Context: an optimization exercise on an open-source flow, tuned for small area and a short achievable clock period. The choices shown serve that exercise and are no tape-out recipe.
Function was checked by simulation only, so behaviour that the tests miss may differ from the original.

==> flow/design.v <==
`timescale 1ns / 1ps
module BMU(
    input cx0,
    input cx1,
    output reg [1:0] bm0,
    output reg [1:0] bm1,
    output reg [1:0] bm2,
    output reg [1:0] bm3,
    output reg [1:0] bm4,
    output reg [1:0] bm5,
    output reg [1:0] bm6,
    output reg [1:0] bm7
    );
	 always@ (cx0 or cx1)
	 begin
	    if (cx0==0 && cx1==0)
		 begin
			bm0 <= 2'd0;  
			bm1 <= 2'd2;  
	   	bm2 <= 2'd2;  
	    	bm3 <= 2'd0;  
	    	bm4 <= 2'd1;  
	    	bm5 <= 2'd1;  
	    	bm6 <= 2'd1;  
	    	bm7 <= 2'd1;  
	    end
	    else if (cx0==0 && cx1==1)
	    begin
	      bm0 <= 2'd1;  
	    	bm1 <= 2'd1;  
	   	bm2 <= 2'd1;  
	    	bm3 <= 2'd1;  
	    	bm4 <= 2'd2;  
	    	bm5 <= 2'd0;  
	    	bm6 <= 2'd0;  
	    	bm7 <= 2'd2;  
	    end
	    else if (cx0==1 && cx1==0)
	    begin
	      bm0 <= 2'd1;  
	    	bm1 <= 2'd1;  
	   	bm2 <= 2'd1;  
	    	bm3 <= 2'd1;  
	    	bm4 <= 2'd0;  
	    	bm5 <= 2'd2;  
	    	bm6 <= 2'd2;  
	    	bm7 <= 2'd0;  
	    end
	    else  
	    begin
	      bm0 <= 2'd2;  
	    	bm1 <= 2'd0;  
	   	bm2 <= 2'd0;  
	    	bm3 <= 2'd2;  
	    	bm4 <= 2'd1;  
	    	bm5 <= 2'd1;  
	    	bm6 <= 2'd1;  
	    	bm7 <= 2'd1;  
	    end
	 end
endmodule
`timescale 1ns / 1ps
module ACS(
    input [3:0] pm1,		 
    input [1:0] bm1,		 
    input [3:0] pm2,		 
    input [1:0] bm2,		 
    output reg [3:0] npm,	 
    output reg d				 
    );
	 reg [3:0] sum1;		 
	 reg [3:0] sum2;		 
	 reg [4:0] temp1;		 
	 reg [4:0] temp2;		 
	 parameter max_value = 4'd15;
	 always @ (pm1 or bm1)
	 begin
		temp1 = pm1 + bm1;
		if(temp1 > max_value)
		begin
			sum1 = max_value;
		end
		else
		begin
			sum1 = pm1 + bm1;
		end
	end
	always @ (pm2 or bm2)
	 begin
		temp2 = pm2 + bm2;
		if(temp2 > max_value)
		begin
			sum2 = max_value;
		end
		else
		begin
			sum2 = pm2 + bm2;
		end
	end
	always @ (sum1 or sum2)
	begin
		if(sum1 <= sum2)
		begin
			d = 1'b0;		 
		end
		else
		begin
			d = 1'b1;		 
		end
	end
	always @ (d or sum1 or sum2)
	begin
		if(d)
		begin
			npm = sum2;		 
		end
		else
		begin
			npm = sum1;		 
		end
	end
endmodule
`timescale 1ns / 1ps
module PMSM(
    input [3:0] npm0,
    input [3:0] npm1,
    input [3:0] npm2,
    input [3:0]npm3,
    input clk,
    input reset,
    output reg [3:0] pm0,
    output reg [3:0] pm1,
    output reg [3:0] pm2,
    output reg [3:0] pm3
    );
	 reg [3:0] 	npm0norm, npm1norm, npm2norm, npm3norm;
	 parameter saturating_value = 4'd15;
	 always @ (npm0 or npm1 or npm2 or npm3)
	 begin
	   if ((npm0 <= npm1)&&(npm0 <= npm2)&&(npm0 <= npm3))
	     begin
	       npm0norm <= 0;
	       npm1norm <= npm1-npm0;
	       npm2norm <= npm2-npm0;
	       npm3norm <= npm3-npm0;
	     end
	   else if ((npm1 <= npm0)&&(npm1 <= npm2)&&(npm1 <= npm3))
	     begin
	       npm0norm <= npm0-npm1;
	       npm1norm <= 0;
	       npm2norm <= npm2-npm1;
	       npm3norm <= npm3-npm1;
	     end
	   else if ((npm2 <= npm0)&&(npm2 <= npm1)&&(npm2 <= npm3))
	     begin
	       npm0norm <= npm0-npm2;
	       npm1norm <= npm1-npm2;
	       npm2norm <= 0;
	       npm3norm <= npm3-npm2;
	     end
	   else  
	     begin
	       npm0norm <= npm0-npm3;
	       npm1norm <= npm1-npm3;
	       npm2norm <= npm2-npm3;
	       npm3norm <= 0;
	     end
	 end
	 always @ (posedge clk)
	 begin
		if (reset)
		  begin
		    pm0 <= 4'd0;
		    pm1 <= saturating_value;
		    pm2 <= saturating_value;
		    pm3 <= saturating_value;
		  end
		else
		  begin
		    pm0 <= npm0norm;
		    pm1 <= npm1norm;
		    pm2 <= npm2norm;
		    pm3 <= npm3norm;
		  end
	 end
endmodule
`timescale 1ns / 1ps
module SPDu(
    input in0,
    input in1,
    input in2,
    input in3,
    input d0,
    input d1,
    input d2,
    input d3,
    input clk,
    input reset,
    output reg out0,
    output reg out1,
    output reg out2,
    output reg out3
    );
	 reg   	w0, w1, w2, w3;
	 always @ (d0 or d1 or d2 or d3 or in0 or in1 or in2 or in3)
	 begin
		w0  <= d0?in1:in0;  
		w1  <= d1?in3:in2;  
		w2  <= d2?in1:in0;  
		w3  <= d3?in3:in2;  
	 end
   always @ (posedge clk)
	 begin
		if (reset)
		  begin
		    out0 <= 1'b0;
		    out1 <= 1'b0;
		    out2 <= 1'b0;
		    out3 <= 1'b0;
		  end
		else
		  begin
		    out0 <= w0;
		    out1 <= w1;
		    out2 <= w2;
		    out3 <= w3;
		  end
	 end
endmodule
`timescale 1ns / 1ps
module Selector(
    input [3:0] pm0,
    input [3:0] pm1,
    input [3:0] pm2,
    input [3:0] pm3,
    output reg d0,
    output reg d1
    );
	 reg[1:0] int0, int1;
	 reg[3:0] pm_int0, pm_int1;
	 always @ (pm0 or pm1 or pm2 or pm3)
	 begin
		int0 = (pm0<=pm1)? 2'd0 : 2'd1;  
		int1 = (pm2<=pm3)? 2'd2 : 2'd3;  
		pm_int0 = (pm0<=pm1)? pm0 : pm1;  
		pm_int1 = (pm2<=pm3)? pm2 : pm3;  
		{d1,d0} = (pm_int0<=pm_int1)? int0 : int1;  
	 end
endmodule
`timescale 1ns / 1ps
module Mux(
    input in0,
    input in1,
    input in2,
    input in3,
    input d0,
    input d1,
    output reg out
    );
	 reg temp1, temp2;
    always@(in0 or in1 or in2 or in3 or d0 or d1)
      begin
        temp1 = d0?in1:in0;
        temp2 = d0?in3:in2;
        out =  d1?temp2:temp1;     
      end
endmodule
`timescale 1ns / 1ps
module SPD(
    input d0,
    input d1,
    input d2,
    input d3,
    input [3:0] pm0,
    input [3:0] pm1,
    input [3:0] pm2,
    input [3:0] pm3,
    input clk,
    input reset,
    output wire out
    );
    wire 	Selectord0, Selectord1;
    wire 	SPDu0out0, SPDu0out1, SPDu0out2, SPDu0out3;
    wire 	SPDu1out0, SPDu1out1, SPDu1out2, SPDu1out3;
    wire 	SPDu2out0, SPDu2out1, SPDu2out2, SPDu2out3;
    wire 	SPDu3out0, SPDu3out1, SPDu3out2, SPDu3out3;
    wire 	SPDu4out0, SPDu4out1, SPDu4out2, SPDu4out3;
    wire 	SPDu5out0, SPDu5out1, SPDu5out2, SPDu5out3;
    wire 	SPDu6out0, SPDu6out1, SPDu6out2, SPDu6out3;
    wire 	SPDu7out0, SPDu7out1, SPDu7out2, SPDu7out3;
    wire 	SPDu8out0, SPDu8out1, SPDu8out2, SPDu8out3;
    wire 	SPDu9out0, SPDu9out1, SPDu9out2, SPDu9out3;
    wire 	SPDu10out0, SPDu10out1, SPDu10out2, SPDu10out3;
    wire 	SPDu11out0, SPDu11out1, SPDu11out2, SPDu11out3;
    wire 	SPDu12out0, SPDu12out1, SPDu12out2, SPDu12out3;
    wire 	SPDu13out0, SPDu13out1, SPDu13out2, SPDu13out3;
    wire 	SPDu14out0, SPDu14out1, SPDu14out2, SPDu14out3;
    SPDu SPDu0(1'b0, 
    	      1'b0, 
   	      1'b1, 
   	      1'b1, d0, d1, d2, d3, clk, reset,
    	SPDu0out0, 
    	SPDu0out1, 
    	SPDu0out2, 
    	SPDu0out3);
    SPDu SPDu1(SPDu0out0, 
   	      SPDu0out1, 
   	      SPDu0out2, 
   	      SPDu0out3, d0, d1, d2, d3, clk, reset,
    	SPDu1out0, 
    	SPDu1out1, 
    	SPDu1out2, 
    	SPDu1out3);
    SPDu SPDu2(SPDu1out0, 
    	      SPDu1out1, 
   	      SPDu1out2, 
   	      SPDu1out3, d0, d1, d2, d3, clk, reset,
    	SPDu2out0, 
    	SPDu2out1, 
    	SPDu2out2, 
    	SPDu2out3);
    SPDu SPDu3(SPDu2out0, 
   	      SPDu2out1, 
   	      SPDu2out2, 
   	      SPDu2out3, d0, d1, d2, d3, clk, reset,
    	SPDu3out0, 
    	SPDu3out1, 
    	SPDu3out2, 
    	SPDu3out3);
    SPDu SPDu4(SPDu3out0, 
   	      SPDu3out1, 
   	      SPDu3out2, 
   	      SPDu3out3, d0, d1, d2, d3, clk, reset,
    	SPDu4out0, 
    	SPDu4out1, 
    	SPDu4out2, 
    	SPDu4out3);
    SPDu SPDu5(SPDu4out0, 
   	      SPDu4out1, 
   	      SPDu4out2, 
   	      SPDu4out3, d0, d1, d2, d3, clk, reset,
    	SPDu5out0, 
    	SPDu5out1, 
    	SPDu5out2, 
    	SPDu5out3);
    SPDu SPDu6(SPDu5out0, 
   	      SPDu5out1, 
   	      SPDu5out2, 
   	      SPDu5out3, d0, d1, d2, d3, clk, reset,
    	SPDu6out0, 
    	SPDu6out1, 
    	SPDu6out2, 
    	SPDu6out3);
    SPDu SPDu7(SPDu6out0, 
   	      SPDu6out1, 
   	      SPDu6out2, 
   	      SPDu6out3, d0, d1, d2, d3, clk, reset,
    	SPDu7out0, 
    	SPDu7out1, 
    	SPDu7out2, 
    	SPDu7out3);
    SPDu SPDu8(SPDu7out0, 
   	      SPDu7out1, 
   	      SPDu7out2, 
   	      SPDu7out3, d0, d1, d2, d3, clk, reset,
    	SPDu8out0, 
    	SPDu8out1, 
    	SPDu8out2, 
    	SPDu8out3);
    SPDu SPDu9(SPDu8out0, 
   	      SPDu8out1, 
   	      SPDu8out2, 
   	      SPDu8out3, d0, d1, d2, d3, clk, reset,
    	SPDu9out0, 
    	SPDu9out1, 
    	SPDu9out2, 
    	SPDu9out3);
    SPDu SPDu10(SPDu9out0, 
   	       SPDu9out1, 
   	       SPDu9out2, 
   	       SPDu9out3, d0, d1, d2, d3, clk, reset,
    	SPDu10out0, 
    	SPDu10out1, 
    	SPDu10out2, 
    	SPDu10out3);
    SPDu SPDu11(SPDu10out0, 
   	       SPDu10out1, 
   	       SPDu10out2, 
   	       SPDu10out3, d0, d1, d2, d3, clk, reset,
    	SPDu11out0, 
    	SPDu11out1, 
    	SPDu11out2, 
    	SPDu11out3);
    SPDu SPDu12(SPDu11out0, 
   	       SPDu11out1, 
   	       SPDu11out2, 
   	       SPDu11out3, d0, d1, d2, d3, clk, reset,
    	SPDu12out0, 
    	SPDu12out1, 
    	SPDu12out2, 
    	SPDu12out3);
    SPDu SPDu13(SPDu12out0, 
    	       SPDu12out1, 
   	       SPDu12out2, 
   	       SPDu12out3, d0, d1, d2, d3, clk, reset,
    	SPDu13out0, 
    	SPDu13out1, 
    	SPDu13out2, 
    	SPDu13out3);
    SPDu SPDu14(SPDu13out0, 
   	       SPDu13out1, 
   	       SPDu13out2, 
   	       SPDu13out3, d0, d1, d2, d3, clk, reset,
    	SPDu14out0, 
    	SPDu14out1, 
    	SPDu14out2, 
    	SPDu14out3);
    Selector Selector1 (pm0, pm1, pm2, pm3, Selectord0, Selectord1);
    Mux Mux1 (SPDu14out0, SPDu14out1, SPDu14out2, SPDu14out3,
	         Selectord0, Selectord1, out);
endmodule
`timescale 1ns / 1ps
module Viterbi_Decoder(
		input [1:0] encoded_signal,
		input clk,
		input reset,
		output wire decoded_signal
	);
	wire [1:0] bm0, bm1, bm2, bm3,
				  bm4, bm5, bm6, bm7;
	wire d0, d1, d2, d3;
	wire [3:0] new_pm0, new_pm1, new_pm2, new_pm3;
	wire [3:0] pm0, pm1, pm2, pm3;
	BMU bm (encoded_signal[0], encoded_signal[1],
		bm0, bm1, bm2, bm3,
		bm4, bm5, bm6, bm7);
	ACS acs0(pm0, bm0, pm1, bm2, new_pm0, d0);
	ACS acs1(pm2, bm4, pm3, bm6, new_pm1, d1);
	ACS acs2(pm0, bm1, pm1, bm3, new_pm2, d2);
	ACS acs3(pm2, bm5, pm3, bm7, new_pm3, d3);
	PMSM path_metric_sm (new_pm0, new_pm1, new_pm2, new_pm3, clk, reset,
		pm0, pm1, pm2, pm3);
	SPD survivor_path_dec (d0, d1, d2, d3, pm0, pm1, pm2, pm3,
		clk, reset, decoded_signal);
endmodule
==> flow/run.sh <==
#!/bin/bash
# synth_recipe.tcl (not shown) runs the flow's synth.tcl, then flattens the netlist and writes it again
# the make line also repeats each setting of config.mk as NAME=value (left out here)
make -C /OpenROAD-flow-scripts/flow DESIGN_CONFIG=/design/flow/config.mk WORK_HOME=/design/flow/orfs CLKGATE_MAP_FILE= SYNTH_SCRIPT=/design/flow/synth_recipe.tcl finish
==> flow/config.mk <==
export PLATFORM = sky130hd
export DESIGN_NAME = Viterbi_Decoder
export DESIGN_NICKNAME = Viterbi_Decoder
export VERILOG_FILES = /design/flow/design.v
export SDC_FILE = /design/flow/constraint.sdc
export NUM_CORES = 4
export LEC_CHECK = 0
export CAP_MARGIN = 20
export CORE_MARGIN = 2
export CORE_UTILIZATION = 40
export SLEW_MARGIN = 20
==> flow/constraint.sdc <==
create_clock -name core_clock -period 10.0 [get_ports {clk}]
set_input_delay 2.0000 -clock core_clock [delete_from_list [all_inputs] [get_ports {clk}]]
set_output_delay 2.0000 -clock core_clock [all_outputs]
set_load 0.01 [all_outputs]
==> flow_summary.toml, run 1 <==
[status]
outcome = "timing/DRC/antenna clean"

[logic_synthesis]
synthDistinctLibCells = 73
ys.flop_type = "dfxtp_1"
synth_edf_count = 0
synth_top_area_frac = 0.2340
synthesis.nets = 852
synth_commonest_cells = "nor2_1 (89), ha_1 (77), nand2_1 (74), dfxtp_1 (73), mux2i_1 (59)"
ys_ff_latch = 73
synth_area_leader_cell = "dfxtp_1"
synthCells = 766
yosysMostFrequentCell = "nor2_1"
async_flop_share = 0
yosysWarnings = 6
syn_area_per_cell_um2 = 8.152
netlist_top_cells_area = "dfxtp_1 (23%), ha_1 (15%), mux2i_1 (9.5%)"
syn_area_um2 = 6245
ys_seq_area_frac = 0.2340

[route]
antenna_left = 0
routed_via_density = 5.642
drt-pass1-iter-count = 6
drt_iter0_markers = 347
vias = 5366
drt-total-wl_um = 16040
wl_per_cell_um = 16.87
drc = 0

[worst_setup_path]
r2r_end = "path_metric_sm.pm1[2]$_SDFF_PP1_"
rrSetupSlack_ps = 4220
slowest_stage = "clkdlybuf4s50_1"
path_max_fanout = 23
r2r-start = "path_metric_sm.pm2[1]$_SDFF_PP1_"
start_kind = "input pin"
crit_arrival_ps = 8400
worstSetupPathType = "in2reg"
max_stage_delay_ps = 570
setup.worst_path.end_class = "flip-flop"
r2r_cells = 25
cp.required_ps = 10230

[cells_and_area]
drive_gt1_frac = 0.08257
final_area_um2 = 6758
postLayoutCoreUtil = 0.4445
syn_to_final_growth_pct = 8.215
nNetsFinal = 844
fillers = 1502
insertedDiodeCount = 0
final_cells = 951

[clock_network]
numClockSinks = 73
h-tree-depth = 3
root_buffer = "clkbuf_16"
cts_setup_buffers = 0
hold_buffers = 0
cts_buffer_depth = 2
clk_pin_slew_ps = 60
cts_tree = "yes"
clkLatencyLatePin_ps = 340
ctsResizeCount = 0
cts_made_buffers = 9

[sta]
slew_headroom = 0.4695
final_hold_viol_count = 0
fin_crit_ps = 8171
hold_slack_ps = 456.8
setup_violations = 0
rsz0062_at_grt = "false"
drv_slew = 0
setup_slack_ps = 1829
fmax_mhz = 122.4
finalClockSkew_ps = 7.962
tightestPinTransition_ps = 792.2
finalCritPeriodShare = 0.8171
tns_ps = 0

[global_route]
grt_pass1_vias = 5243
grt_pass1_wl_um = 26420
grt.total_usage = 0.1992
overflow = 0
grt_max_degree = 60
antenna_found_initial = 0

[hold_path]
hold_class = "reg2reg"
worstHoldStart = "survivor_path_dec.SPDu2.out2$_SDFF_PP0_"
holdPathEnd = "survivor_path_dec.SPDu3.out3$_SDFF_PP0_"
min_path_cells = 2

[placement]
port_buffers = 4
place.detailed.hpwl_um = 12450
pre_cts_slack_ps = 1519
postPlaceCellArea_um2 = 6430
place_congestion = 1.001
place_inst = 935

[floorplanning]
fp-row-count = 45
coreArea_um2 = 15200
die_area_um2 = 16630
die_w_um = 128.9
fp.dieH_um = 128.9
start_util = 0.4108
ios = 5

[job]
drv_cap = 0
final cells by class:
| type | count | area, um2 | area share |
|---|---|---|---|
| clock buffer | 9 | 225.2 | 0.03333 |
| clock inverter | 7 | 102.6 | 0.01518 |
| multi-input combinational | 612 | 4442 | 0.6573 |
| sequential | 73 | 1461 | 0.2163 |
| timing repair buffer | 13 | 102.6 | 0.01518 |
| tap | 188 | 235.2 | 0.03481 |
| inverter | 49 | 188.9 | 0.02796 |
layout by cell type (no fill, tap or decap), types with 6 or more instances in the layout:
cell	n
nor2_1	89
ha_1	77
nand2_1	74
dfxtp_1	73
mux2i_1	59
a21oi_1	52
inv_1	46
o21ai_0	46
xnor2_1	23
nand3_1	23
xor2_1	16
a21o_1	13
nor2b_1	11
nand2b_1	9
mux2_2	9
clkbuf_16	9
buf_4	9
a31oi_1	6
nor3_1	6
o211ai_1	6
how the worst max path moves through the flow:
stage	depth (start not counted)	startpoint	slack, ps	end
global route	27	encoded_signal[1]	1480	path_metric_sm.pm0[2]$_SDFF_PP0_
floorplan	25	encoded_signal[0]	3080	path_metric_sm.pm1[2]$_SDFF_PP1_
finish	29	encoded_signal[1]	1830	path_metric_sm.pm1[2]$_SDFF_PP1_
detailed placement	29	encoded_signal[1]	1520	path_metric_sm.pm1[2]$_SDFF_PP1_
CTS	29	encoded_signal[1]	1830	path_metric_sm.pm1[2]$_SDFF_PP1_
global placement	26	encoded_signal[0]	1350	path_metric_sm.pm1[2]$_SDFF_PP1_
sequential cells by signal, summed over array words and instances (netlist names), 4 cells and up:
signal	flops
path_metric_sm.pm0	4
path_metric_sm.pm1	4
path_metric_sm.pm2	4
path_metric_sm.pm3	4
per-layer routing:
metal	vias up	global-route usage	share of wire
met4	0	0.07928	0.027
met1	2541	0.2637	0.48
met2	126	0.3249	0.46
met5	-	0	0
met3	28	0.03160	0.037
li1	2671	-	-
kinds of logic after synthesis:
group | count (synthesis) | share of synthesized area
buf+inv | 81 | 0.05730
flops | 73 | 0.2340
mux | 69 | 0.1132
xor+xnor | 39 | 0.05470
fa+ha+maj | 87 | 0.1783
simple gates | 236 | 0.1693
compound gates | 181 | 0.1931
critical path, delay by kind of cell:
| family | cells | cell delay [ps] |
|---|---|---|
| AO/OA/AOI/OAI | 11 | 2380 |
| AND/OR/NAND/NOR | 2 | 290 |
| multiplexers | 2 | 410 |
| adder cells (fa/ha/maj) | 6 | 1780 |
| buffers and inverters | 8 | 1500 |
==> run 2, diff against run 1 <==
==> flow/design.v (replaced) <==
module Viterbi_Decoder(
    input [1:0] encoded_signal,
    input clk,
    input reset,
    output wire decoded_signal
);
  reg  [11:0] pm;
  reg  [3:0]  dr;
  reg  [1:0]  qr;
  reg  [3:0]  cnt;
  reg  [3:0]  b1;
  reg  [47:0] re;       
  wire [11:0] pmn;
  wire [3:0]  dn;
  wire [1:0]  qn;
  alogic L (.z(pm), .s(encoded_signal), .zn(pmn), .d(dn), .q(qn));
  function [3:0] sel(input [3:0] d, input [3:0] c);
    sel = {d[3] ? c[3] : c[2], d[2] ? c[1] : c[0], d[1] ? c[3] : c[2], d[0] ? c[1] : c[0]};
  endfunction
  always @(posedge clk) begin
    if (reset) begin
      pm  <= {3'd7, 3'd7, 3'd7, 3'd0};
      cnt <= 4'd0;
    end else begin
      pm  <= pmn;
      if (cnt != 4'd15) cnt <= cnt + 4'd1;
    end
    dr <= dn;
    qr <= qn;
    b1 <= dr;
    re <= {sel(dr, re[43:40]), sel(dr, re[39:36]), sel(dr, re[35:32]), sel(dr, re[31:28]),
           sel(dr, re[27:24]), sel(dr, re[23:20]), sel(dr, re[19:16]), sel(dr, re[15:12]),
           sel(dr, re[11:8]),  sel(dr, re[7:4]),   sel(dr, re[3:0]),   sel(dr, b1)};
  end
  wire [3:0] last = re[47:44];
  assign decoded_signal = (cnt == 4'd15) & last[qr];
endmodule
module alogic(input [11:0] z, input [1:0] s, output [11:0] zn, output [3:0] d, output [1:0] q);
  wire [2:0] p0=z[2:0], p1=z[5:3], p2=z[8:6], p3=z[11:9];
  wire c0=s[0], c1=s[1];
  wire [1:0] b00 = {c0&c1, c0^c1};
  wire [1:0] b11 = {~c0&~c1, c0^c1};
  wire [1:0] b10 = {~c0&c1, ~(c0^c1)};
  wire [1:0] b01 = {c0&~c1, ~(c0^c1)};
  function [2:0] sadd(input [2:0] p, input [1:0] b);
    reg [3:0] t; begin t = p + b; sadd = t[3] ? 3'd7 : t[2:0]; end
  endfunction
  wire [2:0] s00=sadd(p0,b00), s01=sadd(p1,b11);  
  wire [2:0] s20=sadd(p0,b11), s21=sadd(p1,b00);  
  wire [2:0] s10=sadd(p2,b10), s11=sadd(p3,b01);  
  wire [2:0] s30=sadd(p2,b01), s31=sadd(p3,b10);  
  assign d[0] = s00 > s01; assign d[2] = s20 > s21; assign d[1] = s10 > s11; assign d[3] = s30 > s31;
  wire [2:0] n0 = d[0]?s01:s00, n1 = d[1]?s11:s10, n2 = d[2]?s21:s20, n3 = d[3]?s31:s30;
  wire l01 = n0<=n1, l23 = n2<=n3;
  wire [2:0] m01 = l01?n0:n1, m23 = l23?n2:n3;
  wire lo = m01<=m23;
  wire [2:0] m = lo?m01:m23;
  wire [1:0] amin = lo ? {1'b0, ~l01} : {1'b1, ~l23};
  assign zn = {n3-m, n2-m, n1-m, n0-m};
  assign q = {amin[0], d[amin]};
endmodule
==> flow_summary.toml, run 2 <==
[clock_network]
clk_pin_slew_ps = 80
root_buffer = "clkbuf_8"
cts_tree = "yes"
cts_made_buffers = 9
h-tree-depth = 3
numClockSinks = 74
clkLatencyLatePin_ps = 350
cts_buffer_depth = 2
hold_buffers = 0
ctsResizeCount = 0
cts_setup_buffers = 0

[sta]
drv_slew = 0
final_hold_viol_count = 0
fmax_mhz = 109.3
tightestPinTransition_ps = 691.3
setup_violations = 0
rsz0062_at_grt = "false"
slew_headroom = 0.5385
fin_crit_ps = 9149
finalCritPeriodShare = 0.9149
tns_ps = 0
finalClockSkew_ps = 9.101

[cells_and_area]
reg_top3 = "re x48, pm x12"
fillers = 998
drive_gt1_frac = 0.2396
nNetsFinal = 454
final_area_um2 = 4601
insertedDiodeCount = 0
multi_input_area_um2 = 2541
top_register = "re"
largest_reg_flops = 48
layout_commonest_cell = "dfxtp_1"
syn_to_final_growth_pct = 9.045
regArea_um2 = 1481
final_cell_mix = "dfxtp_1 (74), mux2_2 (48), ha_1 (42)"

[worst_setup_path]
r2r_cells = 28
crit_arrival_ps = 9370
slowest_stage = "ha_1"
worstSetupPathType = "in2reg"
start_kind = "input pin"
cp.depth = 32
max_stage_delay_ps = 600
crit_buf_inv = 6
r2r-start = "pm[7]$_SDFF_PP1_"
crit_top_cell = "ha_1"
crit_start = "encoded_signal[0]"
r2r_end = "pm[5]$_SDFF_PP1_"
crit_path_end = "pm[5]$_SDFF_PP1_"
crit_family = "adder cells"
rrSetupSlack_ps = 3400
setup.worst_path.end_class = "flip-flop"
path_max_fanout = 13
cp.required_ps = 10230

[route]
drt_iter0_markers = 50
antenna_left = 0
vias = 2770
routed_via_density = 5.083
drc = 0
wl_per_cell_um = 14.14
drt-total-wl_um = 7706
drt-pass1-iter-count = 4

[logic_synthesis]
synthCells = 401
synth_edf_count = 0
syn_area_um2 = 4219
synth_top_area_frac = 0.3511
ys_seq_area_frac = 0.3511
netlist_top_cells_area = "dfxtp_1 (35%), mux2_2 (13%), ha_1 (12%)"
yosysMostFrequentCell = "dfxtp_1"
yosysWarnings = 2
synth_area_leader_cell = "dfxtp_1"
synthesis.nets = 451
ys.flop_type = "dfxtp_1"
syn_area_per_cell_um2 = 10.52
synthDistinctLibCells = 60
async_flop_share = 0
synth_commonest_cells = "dfxtp_1 (74), mux2_2 (48), ha_1 (42), inv_1 (32), nand2_1 (31)"
ys_ff_latch = 74

[global_route]
grt_pass1_vias = 2763
grt_max_degree = 15
overflow = 0
grt.total_usage = 0.1461
grt_pass1_wl_um = 13090
antenna_found_initial = 0

[floorplanning]
fp-row-count = 37
ios = 5
die_w_um = 106.7
start_util = 0.4105
die_area_um2 = 11380
fp.dieH_um = 106.7
coreArea_um2 = 10280

[placement]
place.detailed.hpwl_um = 5914
place_congestion = 0.8862
postPlaceCellArea_um2 = 4368
port_buffers = 4

[hold_path]
min_path_cells = 1
worstHoldStart = "re[13]$_DFF_P_"
hold_class = "reg2reg"

[status]
outcome = "timing/DRC/antenna clean"

[job]
drv_cap = 0
==> run 2: cell types whose count changed after synthesis, moves of 16 or more <==
cell	before	now
nand2_1	74	31
mux2i_1	59	9
nand3_1	23	7
ha_1	77	42
a21oi_1	53	18
mux2_2	9	48
nor2_1	89	10
o21ai_0	46	17
clkbuf_1	18	2
==> run 2: how the worst min path moves through the flow <==
stage	endpoint	slack, ps
floorplan	b1[0]$_DFF_P_	370
global placement	re[3]$_DFF_P_	460
detailed placement	re[13]$_DFF_P_	460
CTS	re[19]$_DFF_P_	480
global route	re[18]$_DFF_P_	500
finish	re[16]$_DFF_P_	480
==> run 2: per-layer routing <==
metal / wire (um) / vias up / part of all wire / global-route usage
met5: 0 / - / 0 / 0
met4: 113 / 0 / 0.015 / 0.04917
met3: 174 / 14 / 0.023 / 0.03769
met2: 3486 / 28 / 0.45 / 0.2320
met1: 3931 / 1316 / 0.51 / 0.1932
li1: - / 1412 / - / -
==> run 2: stage by stage <==
step / hold WS [ps] / instances / utilization / setup WS [ps]
6_report: 483.4 / 545 / 0.4477 / 851.4
5_1_grt: 497.1 / 545 / 0.4477 / 107.6
4_1_cts: 481.9 / 545 / 0.4477 / 875.7
3_5_place_dp: 462.8 / 529 / 0.4250 / 567.6
3_3_place_gp: 456.8 / 529 / 0.4250 / 782.5
2_1_floorplan: 372.1 / 401 / - / 2324
==> run 2: kinds of logic (layout without fill, tap and decap cells) <==
logic type	count (synthesis)	after routing	share of synthesized area
adder cells (fa/ha/maj)	46	46	0.1435
buffers and inverters	48	56	0.04656
flip-flops	74	74	0.3511
XOR/XNOR	25	25	0.05991
AND/OR/NAND/NOR	70	70	0.08541
multiplexers	63	63	0.1741
AO/OA/AOI/OAI	75	75	0.1394
==> run 2: cell type report <==
class / instances / share of cell area
multi-input cells: 279 / 0.5524
well taps: 136 / 0.03699
flip-flops and latches: 74 / 0.3220
inverters: 36 / 0.02937
clock inverters: 6 / 0.02067
repair buffers: 4 / 0.008703
clock buffers: 10 / 0.02992
==> run 2: worst register-to-register path, delay by kind of cell (launching register included) <==
kind | cells | cell delay (ps)
xor gates and xnor gates | 2 | 540
AOI/OAI and AO/OA | 12 | 2430
muxes | 1 | 390
adders and majority gates | 6 | 1830
buffers and inverters | 3 | 310
and+or+nand+nor | 4 | 610
DFF | 1 | 360
==> run 3, diff against run 2 <==
==> flow/design.v (replaced) <==
module Viterbi_Decoder(
    input [1:0] encoded_signal,
    input clk,
    input reset,
    output wire decoded_signal
);
  reg  [6:0]  pm;       
  reg  [3:0]  dr;
  reg  [1:0]  qr;
  reg  [3:0]  cnt;
  reg  [3:0]  b1;
  reg  [47:0] re;       
  wire [6:0]  pmn;
  wire [3:0]  dn;
  wire [1:0]  qn;
  pmlogic L (.t(pm[0]), .e(pm[3:1]), .f(pm[6:4]), .c0(encoded_signal[0]), .c1(encoded_signal[1]),
             .tn(pmn[0]), .en(pmn[3:1]), .fn(pmn[6:4]), .d(dn), .q(qn));
  function [3:0] sel(input [3:0] d, input [3:0] c);
    sel = {d[3] ? c[3] : c[2], d[2] ? c[1] : c[0], d[1] ? c[3] : c[2], d[0] ? c[1] : c[0]};
  endfunction
  always @(posedge clk) begin
    if (reset) begin
      pm  <= {3'd0, 3'b101, 1'b0};    
      cnt <= 4'd0;
    end else begin
      pm  <= pmn;
      if (cnt != 4'd15) cnt <= cnt + 4'd1;
    end
    dr <= dn;
    qr <= qn;
    b1 <= dr;
    re <= {sel(dr, re[43:40]), sel(dr, re[39:36]), sel(dr, re[35:32]), sel(dr, re[31:28]),
           sel(dr, re[27:24]), sel(dr, re[23:20]), sel(dr, re[19:16]), sel(dr, re[15:12]),
           sel(dr, re[11:8]),  sel(dr, re[7:4]),   sel(dr, re[3:0]),   sel(dr, b1)};
  end
  wire [3:0] last = re[47:44];
  assign decoded_signal = (cnt == 4'd15) & last[qr];
endmodule
module pmlogic(
    input t,
    input signed [2:0] e,
    input signed [2:0] f,
    input c0,
    input c1,
    output tn,
    output signed [2:0] en,
    output signed [2:0] fn,
    output [3:0] d,
    output [1:0] q
);
  wire xact = ~(c0 ^ c1);
  wire signed [2:0] act = xact ? e : f;
  wire signed [2:0] pas = xact ? f : e;
  wire signed [2:0] Pv = (act == 3'sd3) ? 3'sd2 : act;
  wire signed [2:0] Qv = (act < -3'sd1) ? act + 3'sd2 : 3'sd0;
  wire signed [2:0] Mv = pas[2] ? pas : 3'sd0;
  wire dA = t ? (act < -3'sd2) : (act == 3'sd3);
  wire dB = t ? (act < 3'sd2) : (act > -3'sd2);
  wire dm = t ? pas[2] : (pas > 3'sd0);
  wire signed [2:0] A = t ? Qv : Pv;
  wire signed [2:0] B = t ? Pv : Qv;
  wire signed [2:0] u = c1 ? B : A;
  wire signed [2:0] v = c1 ? A : B;
  wire du = c1 ? dB : dA;
  wire dv = c1 ? dA : dB;
  wire signed [2:0] cn = Mv + 3'sd1;
  assign en = u - cn;
  assign fn = v - cn;
  assign tn = c0 ^ c1;
  assign d = xact ? {dm, dv, dm, du} : {dv, dm, du, dm};
  reg [1:0] am;
  always @* begin
    if (!tn) am = (!(en > 3'sd0) && !(en > fn)) ? 2'd0 : (!fn[2] ? 2'd1 : 2'd2);
    else     am = (!en[2] && !fn[2]) ? 2'd0 : (!(en > fn) ? 2'd1 : 2'd3);
  end
  assign q = {am[0], d[am]};
endmodule
==> flow_summary.toml, run 3 <==
[global_route]
overflow = 0
grt_pass1_wl_um = 8114
antenna_found_initial = 0
grt.total_usage = 0.1374
grt_pass1_vias = 1679
grt_max_degree = 15

[floorplanning]
die_area_um2 = 8003
start_util = 0.4071
coreArea_um2 = 7176
fp-row-count = 31
ios = 5
die_w_um = 89.46
fp.dieH_um = 89.46

[clock_network]
cts_made_buffers = 9
clk_pin_slew_ps = 70
cts_buffer_depth = 2
numClockSinks = 69
ctsResizeCount = 0
hold_buffers = 0
root_buffer = "clkbuf_8"
cts_tree = "yes"
cts_setup_buffers = 0
clkLatencyLatePin_ps = 330
h-tree-depth = 3

[logic_synthesis]
ys_ff_latch = 69
yosysWarnings = 2
syn_area_um2 = 2922
synth_top_area_frac = 0.4728
synth_edf_count = 0
synth-xor-area-share = 0.04197
ys.flop_type = "dfxtp_1"
synth_area_leader_cell = "dfxtp_1"
yosysMostFrequentCell = "dfxtp_1"
ys_seq_area_frac = 0.4728
async_flop_share = 0
synthesis.nets = 276
synth_compound_area_frac = 0.08223
synthDistinctLibCells = 47
synth_commonest_cells = "dfxtp_1 (69), mux2_2 (49), nor2_1 (21), inv_1 (11), a21oi_1 (10)"
syn_area_per_cell_um2 = 11.19
synth_top_family_by_area = "multiplexers"
synthCells = 261
yosys.area_share.simple = 0.08180
netlist_top_cells_area = "dfxtp_1 (47%), mux2_2 (19%), ha_1 (3.9%)"
synthMuxAreaShare = 0.2304
synth_fa_ha_area_frac = 0.05567

[sta]
finalCritPeriodShare = 0.7169
tns_ps = 0
tightestPinTransition_ps = 629.9
fin_crit_ps = 7169
hold_slack_ps = 478.9
final_hold_viol_count = 0
drv_slew = 0
finalClockSkew_ps = 8.178
rsz0062_at_grt = "false"
setup_violations = 0
slew_headroom = 0.5795
fmax_mhz = 139.5

[cells_and_area]
final_cell_mix = "dfxtp_1 (69), mux2_2 (49), nor2_1 (21)"
layout_commonest_cell = "dfxtp_1"
largest_reg_flops = 48
fillers = 694
top_register = "re"
syn_to_final_growth_pct = 11.61
drive_gt1_frac = 0.2825
insertedDiodeCount = 0
reg_top3 = "re x48, pm x7"
nNetsFinal = 279

[route]
drt-total-wl_um = 4673
wl_met2_um = 2086
drt-pass1-iter-count = 4
highest_layer = "met4"
vias = 1788
routed_via_density = 4.859
antenna_left = 0
wl_per_cell_um = 12.70
wl_met1_um = 2297
drc = 0
drt_iter0_markers = 54
wl_met3_um = 187

[worst_setup_path]
r2r_cells = 21
setup.worst_path.end_class = "flip-flop"
crit_arrival_ps = 7420
path_max_fanout = 13
rrSetupSlack_ps = 5460
start_kind = "input pin"
cp.required_ps = 10250
worstSetupPathType = "in2reg"

[status]
outcome = "timing/DRC/antenna clean"

[hold_path]
min_path_cells = 1
hold_class = "reg2reg"

[job]
drv_cap = 0

[placement]
port_buffers = 4
place.detailed.hpwl_um = 3179
place_congestion = 0.7869
run 3: layout make-up:
| type | instances | area [um2] | share of cell area |
|---|---|---|---|
| repair buffers | 4 | 40.04 | 0.01228 |
| multi-input cells | 168 | 1438 | 0.4409 |
| clock buffers | 11 | 151.4 | 0.04643 |
| well taps | 99 | 123.9 | 0.03799 |
| flip-flops and latches | 69 | 1381 | 0.4236 |
| inverters | 12 | 45.04 | 0.01381 |
| clock inverters | 5 | 81.33 | 0.02494 |
run 3: cells by family (layout without fill, tap and decap cells):
| logic type | after synthesis | count (layout) |
|---|---|---|
| AOI/OAI and AO/OA | 35 | 35 |
| and+or+nand+nor | 51 | 51 |
| xor gates and xnor gates | 11 | 11 |
| adders and majority gates | 12 | 12 |
| DFF | 69 | 69 |
| muxes | 59 | 59 |
| buffers and inverters | 24 | 32 |
run 3: metrics by stage:
step | std cells | area, um2 | setup slack [ps] | utilization
detailed placement | 352 | 3028 | 2562 | 0.4220
global placement | 352 | 3028 | 2703 | 0.4220
finish | 368 | 3261 | 2831 | 0.4544
CTS | 368 | 3261 | 2909 | 0.4544
global route | 368 | 3261 | 2375 | 0.4544
floorplan | 261 | 2922 | 3873 | -
run 3: final timing paths:
| path | start | end |
|---|---|---|
| worst max register to register | pm[2]$_SDFF_PP0_ | qr[0]$_DFF_P_ |
| worst max-delay path | encoded_signal[1] | qr[0]$_DFF_P_ |
| worst min register to register | re[8]$_DFF_P_ | re[12]$_DFF_P_ |
| worst min-delay path | re[8]$_DFF_P_ | re[12]$_DFF_P_ |
run 3: worst max-delay path, stage by stage:
cell and delay (ps):
clkdlybuf4s50_1 780, xor2_2 560, mux2i_1 380, nor2_1 120, ha_1 300, xnor2_1 210, nor2_1 60, a211o_1 280
ha_1 170, inv_1 60, fa_1 170, xor2_1 380, o21a_1 180, o21ai_0 70, o211ai_1 270, inv_1 120
ha_1 230, o311ai_0 330, o21ai_0 140, inv_1 110, a311o_1 210, a21oi_1 90, a211oi_2 190
run 3: routing by layer:
metal | vias up | global-route usage
met5 | - | 0
met4 | 0 | 0.05970
met3 | 11 | 0.05263
met2 | 21 | 0.2020
met1 | 842 | 0.1799
li1 | 914 | -

[port drivers added, routing unchanged]
Ports are ideal in the flow. The routed layouts listed here were re-timed in OpenROAD.
Step 1, drivers: a clkbuf_16 drives clk and a buf_2 each remaining input, both assumed.
Step 2 times the ports against the registers' clock, not the clock port: input delays grow and output delays shrink by t, the midpoint of the rising clock arrivals with the driver on.
a / b / c = ideal / step 1 / step 2; a / b = the first two.
run | t (ns) | setup WS [ns] | latest minus earliest clock arrival (ns) | worst register clock-pin slew, ns
run 1 | 0.374 | 1.829 / 1.842 / 1.467 | 0.009 / 0.009 | 0.06 / 0.06
run 2 | 0.373 | 0.851 / 0.857 / 0.484 | 0.011 / 0.010 | 0.08 / 0.08
run 3 | 0.357 | 2.831 / 2.839 / 2.482 | 0.009 / 0.009 | 0.08 / 0.08
After both steps setup and hold are still met in every run listed. For run 2, which loses most, drivers alone change the setup slack by +0.006 ns; drivers and shift together by -0.367 ns.
